What follows belongs to an exercise in optimizing a design on an open flow for small area; a production flow would make more cautious choices.
At most, simulation tests tie the RTL to the original design; equivalence was not proved.
No functional check of the RTL was part of run 2.

==> flow/design.v (outline; a module is shown in full before it is edited, if it fits) <==
// module FFT32_pipeline: 1710 lines
// module fa_cell: 4 lines
// module ha_cell: 4 lines
module FFT32_pipeline (
    input clk,
    input i_rst,
    input signed [10:0] FFTInRe,
    input signed [10:0] FFTInIm,
    input in_valid,
    output signed [10:0] MDCOutUpRe,
    output signed [10:0] MDCOutUpIm,
    output signed [10:0] MDCOutDownRe,
    output signed [10:0] MDCOutDownIm,
    output MDC_out_valid,
    output signed [10:0] FFTOutRe,
    output signed [10:0] FFTOutIm,
    output FFT_out_valid
);
  // ...
==> flow/run.sh <==
#!/bin/bash
# synth_recipe.tcl (not shown) runs the flow's synth.tcl, then flattens the netlist and writes it again
# the make line also repeats each setting of config.mk as NAME=value (left out here)
make -C /OpenROAD-flow-scripts/flow DESIGN_CONFIG=/design/flow/config.mk WORK_HOME=/design/flow/orfs CLKGATE_MAP_FILE= SYNTH_SCRIPT=/design/flow/synth_recipe.tcl finish
==> flow/config.mk <==
export PLATFORM = sky130hd
export DESIGN_NAME = FFT32_pipeline
export DESIGN_NICKNAME = FFT32_pipeline
export VERILOG_FILES = /design/flow/design.v
export SDC_FILE = /design/flow/constraint.sdc
export NUM_CORES = 8
export LEC_CHECK = 0
export CAP_MARGIN = 20
export CORE_MARGIN = 2
export CORE_UTILIZATION = 65
export CTS_BUF_LIST = sky130_fd_sc_hd__clkbuf_8
export CTS_CLUSTER_DIAMETER = 50
export CTS_CLUSTER_SIZE = 16
export SLEW_MARGIN = 20
export SYNTH_HIERARCHICAL = 1
==> flow/constraint.sdc <==
create_clock -name core_clock -period 9.0 [get_ports {clk}]
set_input_delay 1.8000 -clock core_clock [delete_from_list [all_inputs] [get_ports {clk}]]
set_output_delay 1.8000 -clock core_clock [all_outputs]
set_load 0.01 [all_outputs]
==> metrics.cfg, run 1 <==
[floorplanning]
initial_core_util_pct=65.40
dieWidth_microns=282.5
dieHeight_microns=282.5

[worst_hold_path]
hold_path_end=E15[8][9]
min_path_type=flop to flop

[synthesis]
synth.top_cell.area_share_pct=50.35
postSynth.asyncResetShare_pct=0.6270
synth-adder-area-share_pct=23.10
synth.yosys.warnings=11
post_synth_and_or_nand_nor_area_fraction_pct=5.383
ys_top_cells_by_area=dfxtp_1, fa_1, mux2_2, a21oi_1, nor2_1
synth_seq_area_share_pct=50.75

[critical_path]
critical_path_data_arrival_time_ps=7070
cp_slowest_stage_delay_ps=530
crit_required_ps=7200
rr_endpoint=rot_t1_lo_q[5]

[routing]
totalWireLength_mm=115.6
wire_per_inst_microns=21.63
viasPerCell=5.635
detailedRoute.firstIterationViolations=2091
top_signal_layer_used=met5
routedLengthMet1_mm=49.40

[timing]
fin_crit_period_ps=8875
final_min_period_over_clock_period_pct=98.61
maxSlewHeadroom_pct=29.33
final-max-slew-violation-count=0

[status]
run_status=no timing/DRC/antenna violations

[cts]
cts_buffers=106
clock_latency_on_the_worst_skew_pair_ps=760
clock_path_buffers=3
cts.clk_slew.worst_paths_ps=90

[global_routing]
grt_pass1_vias=30650

[layout]
final_cell_count_no_fill=5345
flops_and_latches=1276
num-nets-final=4888

[place]
placedInstanceArea_sq_um=53030

==> run 2: changes to the inputs <==
--- a/flow/design.v
+++ b/flow/design.v
@@ -1141,5 +1141,5 @@
 end
-always @(posedge clk) r1 <= o1;
+always @(posedge clk) r1 <= ~o1;    
 reg [21:0] D2 [0:7];
-wire [21:0] b2_lg = r1 & {22{p2[3]}};
+wire [21:0] b2_lg = ~r1 & {22{p2[3]}};
 wire [10:0] b2_ur = D2[7][21:11], b2_ui = D2[7][10:0];
@@ -1178,3 +1178,3 @@
 wire [10:0] b2_a2_s; wire [11:0] b2_a2_c; wire b2_a2_o;
-wire [10:0] b2_a2_b = ~b2_lr;
+wire [10:0] b2_a2_b = b2_lr;
 assign b2_a2_s[0] = ~(b2_ur[0] ^ b2_a2_b[0]); assign b2_a2_c[1] = b2_ur[0] | b2_a2_b[0];
@@ -1193,3 +1193,3 @@
 wire [10:0] b2_a3_s; wire [11:0] b2_a3_c; wire b2_a3_o;
-wire [10:0] b2_a3_b = ~b2_li;
+wire [10:0] b2_a3_b = b2_li;
 assign b2_a3_s[0] = ~(b2_ui[0] ^ b2_a3_b[0]); assign b2_a3_c[1] = b2_ui[0] | b2_a3_b[0];
@@ -1211,3 +1211,3 @@
 always @(posedge clk) begin
-    D2[0] <= p2[3] ? b2_dif : r1;
+    D2[0] <= p2[3] ? b2_dif : ~r1;
     for (j2 = 1; j2 < 8; j2 = j2 + 1) D2[j2] <= D2[j2-1];
@@ -1215,3 +1215,3 @@
 end
-always @(posedge clk) r2 <= b2_sum;
+always @(posedge clk) r2 <= ~b2_sum;
 assign rot_in = w1a ? D1[1] : w1b ? D1[9] : D2[0];
@@ -1220,3 +1220,3 @@
 reg [22:0] D3_2;
-wire [21:0] b3_lg = r2 & {22{p3[2]}};
+wire [21:0] b3_lg = ~r2 & {22{p3[2]}};
 wire [10:0] b3_ur = D3_3[21:11], b3_ui = D3_3[10:0];
@@ -1255,3 +1255,3 @@
 wire [10:0] b3_a2_s; wire [11:0] b3_a2_c; wire b3_a2_o;
-wire [10:0] b3_a2_b = ~b3_lr;
+wire [10:0] b3_a2_b = b3_lr;
 assign b3_a2_s[0] = ~(b3_ur[0] ^ b3_a2_b[0]); assign b3_a2_c[1] = b3_ur[0] | b3_a2_b[0];
@@ -1270,3 +1270,3 @@
 wire [10:0] b3_a3_s; wire [11:0] b3_a3_c; wire b3_a3_o;
-wire [10:0] b3_a3_b = ~b3_li;
+wire [10:0] b3_a3_b = b3_li;
 assign b3_a3_s[0] = ~(b3_ui[0] ^ b3_a3_b[0]); assign b3_a3_c[1] = b3_ui[0] | b3_a3_b[0];
@@ -1505,3 +1505,3 @@
 always @(posedge clk) begin
-    D3_0 <= p3[2] ? b3_dif : r2;
+    D3_0 <= p3[2] ? b3_dif : ~r2;
     if (p3a[2] & p3a[0]) D3_1 <= {f1_y, f2_y};
@@ -1512,5 +1512,5 @@
 end
-always @(posedge clk) r3 <= b3_sum;
+always @(posedge clk) r3 <= ~b3_sum;
 reg [21:0] D4_0, D4_1;
-wire [21:0] b4_lg = r3 & {22{p4[1]}};
+wire [21:0] b4_lg = ~r3 & {22{p4[1]}};
 wire [10:0] b4_ur = D4_1[21:11], b4_ui = D4_1[10:0];
@@ -1549,3 +1549,3 @@
 wire [10:0] b4_a2_s; wire [11:0] b4_a2_c; wire b4_a2_o;
-wire [10:0] b4_a2_b = ~b4_lr;
+wire [10:0] b4_a2_b = b4_lr;
 assign b4_a2_s[0] = ~(b4_ur[0] ^ b4_a2_b[0]); assign b4_a2_c[1] = b4_ur[0] | b4_a2_b[0];
@@ -1564,3 +1564,3 @@
 wire [10:0] b4_a3_s; wire [11:0] b4_a3_c; wire b4_a3_o;
-wire [10:0] b4_a3_b = ~b4_li;
+wire [10:0] b4_a3_b = b4_li;
 assign b4_a3_s[0] = ~(b4_ui[0] ^ b4_a3_b[0]); assign b4_a3_c[1] = b4_ui[0] | b4_a3_b[0];
@@ -1616,8 +1616,8 @@
 always @(posedge clk) begin
-    D4_0 <= p4[1] ? b4_dif : r3;
+    D4_0 <= p4[1] ? b4_dif : ~r3;
     D4_1 <= p4a[1] ? t4_y : D4_0;
 end
-always @(posedge clk) r4 <= b4_sum;
+always @(posedge clk) r4 <= ~b4_sum;
 reg [21:0] D5;
-wire [21:0] b5_lg = r4 & {22{p5[0]}};
+wire [21:0] b5_lg = ~r4 & {22{p5[0]}};
 wire [10:0] b5_ur = D5[21:11], b5_ui = D5[10:0];
@@ -1656,3 +1656,3 @@
 wire [10:0] b5_a2_s; wire [11:0] b5_a2_c; wire b5_a2_o;
-wire [10:0] b5_a2_b = ~b5_lr;
+wire [10:0] b5_a2_b = b5_lr;
 assign b5_a2_s[0] = ~(b5_ur[0] ^ b5_a2_b[0]); assign b5_a2_c[1] = b5_ur[0] | b5_a2_b[0];
@@ -1671,3 +1671,3 @@
 wire [10:0] b5_a3_s; wire [11:0] b5_a3_c; wire b5_a3_o;
-wire [10:0] b5_a3_b = ~b5_li;
+wire [10:0] b5_a3_b = b5_li;
 assign b5_a3_s[0] = ~(b5_ui[0] ^ b5_a3_b[0]); assign b5_a3_c[1] = b5_ui[0] | b5_a3_b[0];
@@ -1687,3 +1687,3 @@
 wire [21:0] b5_dif = {(b5_a2_o ? {D5[21], {10{~D5[21]}}} : b5_a2_s), (b5_a3_o ? {D5[10], {10{~D5[10]}}} : b5_a3_s)};
-always @(posedge clk) D5 <= p5[0] ? b5_dif : r4;
+always @(posedge clk) D5 <= p5[0] ? b5_dif : ~r4;
 assign {MDCOutUpRe, MDCOutUpIm} = b5_sum;
==> flow/flow/run.sh (new file) <==
#!/bin/bash
# Layout flow: the standard ORFS flow (standard.sh), with two changes:
#  - the port buffers are sky130_fd_sc_hd__buf_2 cells instead of the
#    delay-buffer cells buffer_ports picks by itself;
#  - clock tree synthesis inserts no dummy loads.
# Every tool's output goes to standard.log.
set -euo pipefail
export BUFFER_PORTS_ARGS="-buffer_cell sky130_fd_sc_hd__buf_2"
export CTS_ARGS="-sink_clustering_enable -repair_clock_nets -sink_clustering_size 16 -sink_clustering_max_diameter 50 -buf_list sky130_fd_sc_hd__clkbuf_8 -dont_use_dummy_load"
bash standard.sh > standard.log 2>&1
==> flow/standard.sh (new file) <==
#!/bin/bash
# synth_recipe.tcl (not shown) runs the flow's synth.tcl, then flattens the netlist and writes it again
# the make line also repeats each setting of config.mk as NAME=value (left out here)
make -C /OpenROAD-flow-scripts/flow DESIGN_CONFIG=/design/flow/config.mk WORK_HOME=/design/flow/orfs CLKGATE_MAP_FILE= SYNTH_SCRIPT=/design/flow/synth_recipe.tcl "${@:-finish}"
removed: flow/run.sh
==> metrics.cfg, run 2 <==
[floorplanning]
initial_core_util_pct=65.62  ; +0.22 points
dieHeight_microns=280.9  ; -0.56%
dieWidth_microns=280.9  ; -0.56%
boundaryPins=93
die_area_sq_um=78900
core_sq_um=75950
num_rows=101

[job]
drv_cap=0

[synthesis]
synth_seq_area_share_pct=51.34  ; +0.59 points
postSynthAreaPerCell_sq_um=12.39
synth.yosys.warnings=11  ; unchanged
synth_most_common_cell=dfxtp_1
synth_top_cells_by_count=dfxtp_1, fa_1, nor2_1, a21oi_1, nand2_1
yosys_register_bits=1276
syn-cell-area_sq_um=49840
synth-edff-count=0
netlist.top_cell.by_area=dfxtp_1
ys_top_cells_by_area=dfxtp_1, fa_1, mux2_2, a21oi_1, nor2_1
postSynth.asyncResetShare_pct=0.6270  ; unchanged
synthFlopType=dfxtp_1
synthCells=4022
postSynthNetCount=4654
netlist-cell-type-count=69
synth.top_cell.area_share_pct=50.93  ; +0.58 points

[cts]
h-tree-depth=3
cts.clk_slew.worst_paths_ps=90  ; about the same
clock_latency_on_the_worst_skew_pair_ps=730  ; -30 ps
cts_num_sinks=1276
tritoncts=yes
cts_buffers=101  ; -4.7%
clock_path_buffers=3  ; unchanged
clock-root-buffer=clkbuf_8
cts.hold.buffers_added=0

[critical_path]
worst-r2r-cell-count=33
worstSetupStartpointType=flop
crit-reg2reg-launch=cnt[1]
criticalPathCategory=flop to output port
setup.worst_path.start=cnt[0]
crit_end=FFTOutIm[10]
reg2reg_slack_ps=240
timing.critical_path.fanout_max=11
critical_path_data_arrival_time_ps=7020  ; -50 ps
critical_path.endpoint_type=output port
rr_endpoint=rot_t1_lo_q[5]
crit_required_ps=7200  ; about the same

[place]
io_buffers=92
detailedPlace.worstSlack_ps=52.08
rd_place_congestion=1.017
detailedPlacementHpwl_mm=91.45

[timing]
worst_slew_pin_slew_ps=1086
fin_crit_period_ps=8822  ; -52.89 ps
timing.clock.skew_ps=117.3
final-setup-viol-count=0
fmaxAchievable_ghz=0.1134
finalHoldViolCount=0
setup_tns_ps=0
final-max-slew-violation-count=0  ; unchanged
final_min_period_over_clock_period_pct=98.02  ; -0.59 points
setup_slack_ps=178.0
maxSlewHeadroom_pct=27.05  ; -2.3 points

[routing]
detail-route-antenna-nets=0
drt_drc_violations_left=0
total_vias_in_the_final_route=30400
totalWireLength_mm=123.1  ; +6.5%
first_pass_iters=8
viasPerCell=5.844  ; +3.7%
wire_per_inst_microns=23.67  ; +9.5%
detailedRoute.firstIterationViolations=2453  ; +17%

[layout]
largest_reg_flops=352
num-nets-final=4797  ; -1.9%
top_regs=D1 x352, E15 x330, D2 x176
final_common_cell=dfxtp_1
top_register=D1
post_route_cells_drive_above_1_share_pct=15.04
synthToLayoutAreaGrowth_pct=8.076
final_cell_mix=dfxtp_1, fa_1, nor2_1

[global_routing]
grt_first_pass_wirelength_mm=188.7
maximum_number_of_pins_on_one_net_before_global_route_repair=89
grt_remaining_overflow=0
grt_usage_pct=31.80
antenna_found_initial=5
grt_pass1_vias=32000  ; +4.4%

[status]
run_status=no timing/DRC/antenna violations

[worst_hold_path]
min_path_type=flop to flop

## run 2: kinds of logic after synthesis
| group | after synthesis | synth area share, % |
|---|---|---|
| flip-flops | 1276 | 51.34 |
| adder cells (fa/ha/maj) | 612 | 23.37 |
| AO/OA/AOI/OAI | 788 | 9.713 |
| AND/OR/NAND/NOR | 636 | 5.217 |
| buffers and inverters | 346 | 2.784 |
| multiplexers | 283 | 6.158 |
| XOR/XNOR | 81 | 1.423 |
## run 2: area by class of cell
class,instances,area [sq um]
Multi-Input combinational cell,2400,23320
Inverter,148,569.3
Timing Repair Buffer,238,1684
Fill cell,5185,22090
Antenna cell,8,20.02
Tap cell,1030,1289
Clock buffer,101,1390
Sequential cell,1276,25590
## run 2: how the worst min path moves through the flow
stage | slack [ps] | from | depth (start not counted) | end
global placement | 310 | D1[5][2] | 0 | D1[6][2]
global route | 240 | D1[7][8] | 0 | D1[8][8]
finish | 250 | D1[7][8] | 0 | D1[8][8]
detailed placement | 310 | D1[4][13] | 0 | D1[5][13]
CTS | 240 | D1[7][8] | 0 | D1[8][8]
floorplan | 310 | D1[11][0] | 0 | D1[12][0]
## run 2: layer usage
layer | global-route usage, % | wire length [microns]
met1 | 42.87 | 51370
met2 | 51.64 | 58420
met4 | 13.33 | 5553
met3 | 4.955 | 7779
met5 | 0 | 0
## run 2: worst max-delay path, cell delays in order, from the launching register on
cell	delay [ps]
dfrtp_2	460
inv_6	130
buf_16	150
nor2_1	60
ha_1	190
fa_1	380
fa_1	400
fa_1	400
fa_1	410
fa_1	400
fa_1	390
fa_1	390
fa_1	420
fa_2	400
fa_2	390
xnor2_4	260
buf_6	180
mux2i_4	320
o21ai_1	120
mux2_2	290
buf_2	140
## run 2: what timing repair did
action | 4_1_cts | 5_1_grt
pin swaps | 1 | 6
buffers inserted | 2 | 12
gates resized for setup | 22 | 42
setup endpoints to repair | 25 | 37
cloned | 3 | 2
## run 2: stage by stage
stage	cells	cell area (sq um)	hold WS (ps)	util, %
global route	5197	53850	239.1	70.91
detailed placement	5071	51940	312.1	68.39
global placement	5071	51930	309.5	68.37
finish	5201	53860	247.7	70.92
floorplan	4022	50010	309.6	-
CTS	5177	53520	242.0	70.47
## run 2: Yosys stat by module (local to each module, per instance)
module	cells inside	copies in the design	cell area, sq um
FFT32_pipeline	3471	1	38940
ha_cell	1	18	12.51
fa_cell	1	533	20.02

port drivers added, routing unchanged:
How much do the figures lean on ideal ports? The routed layouts below were timed once more, with nothing changed but the port constraints.
Step 1 (the two cells are an assumption about what drives the block):
set clk [get_ports {clk}]
set_driving_cell -lib_cell sky130_fd_sc_hd__clkbuf_16 $clk
set_driving_cell -lib_cell sky130_fd_sc_hd__buf_2 [delete_from_list [all_inputs] $clk]
Step 2 also shifts input and output timing later by t, the mid clock arrival at the registers, as if the neighbouring blocks saw the same clock.
a / b / c = ideal ports / drivers / drivers and shift; a / b = the first two.
run | t, ns | setup WS [ns] | worst setup path after step 2 | worst data-port slew with drivers (ns)
run 1 | 0.801 | 0.125 / 0.059 / 0.299 | register to register | 0.06
run 2 | 0.750 | 0.178 / 0.110 / 0.245 | register to register | 0.09
After both steps every run listed still meets setup and hold.
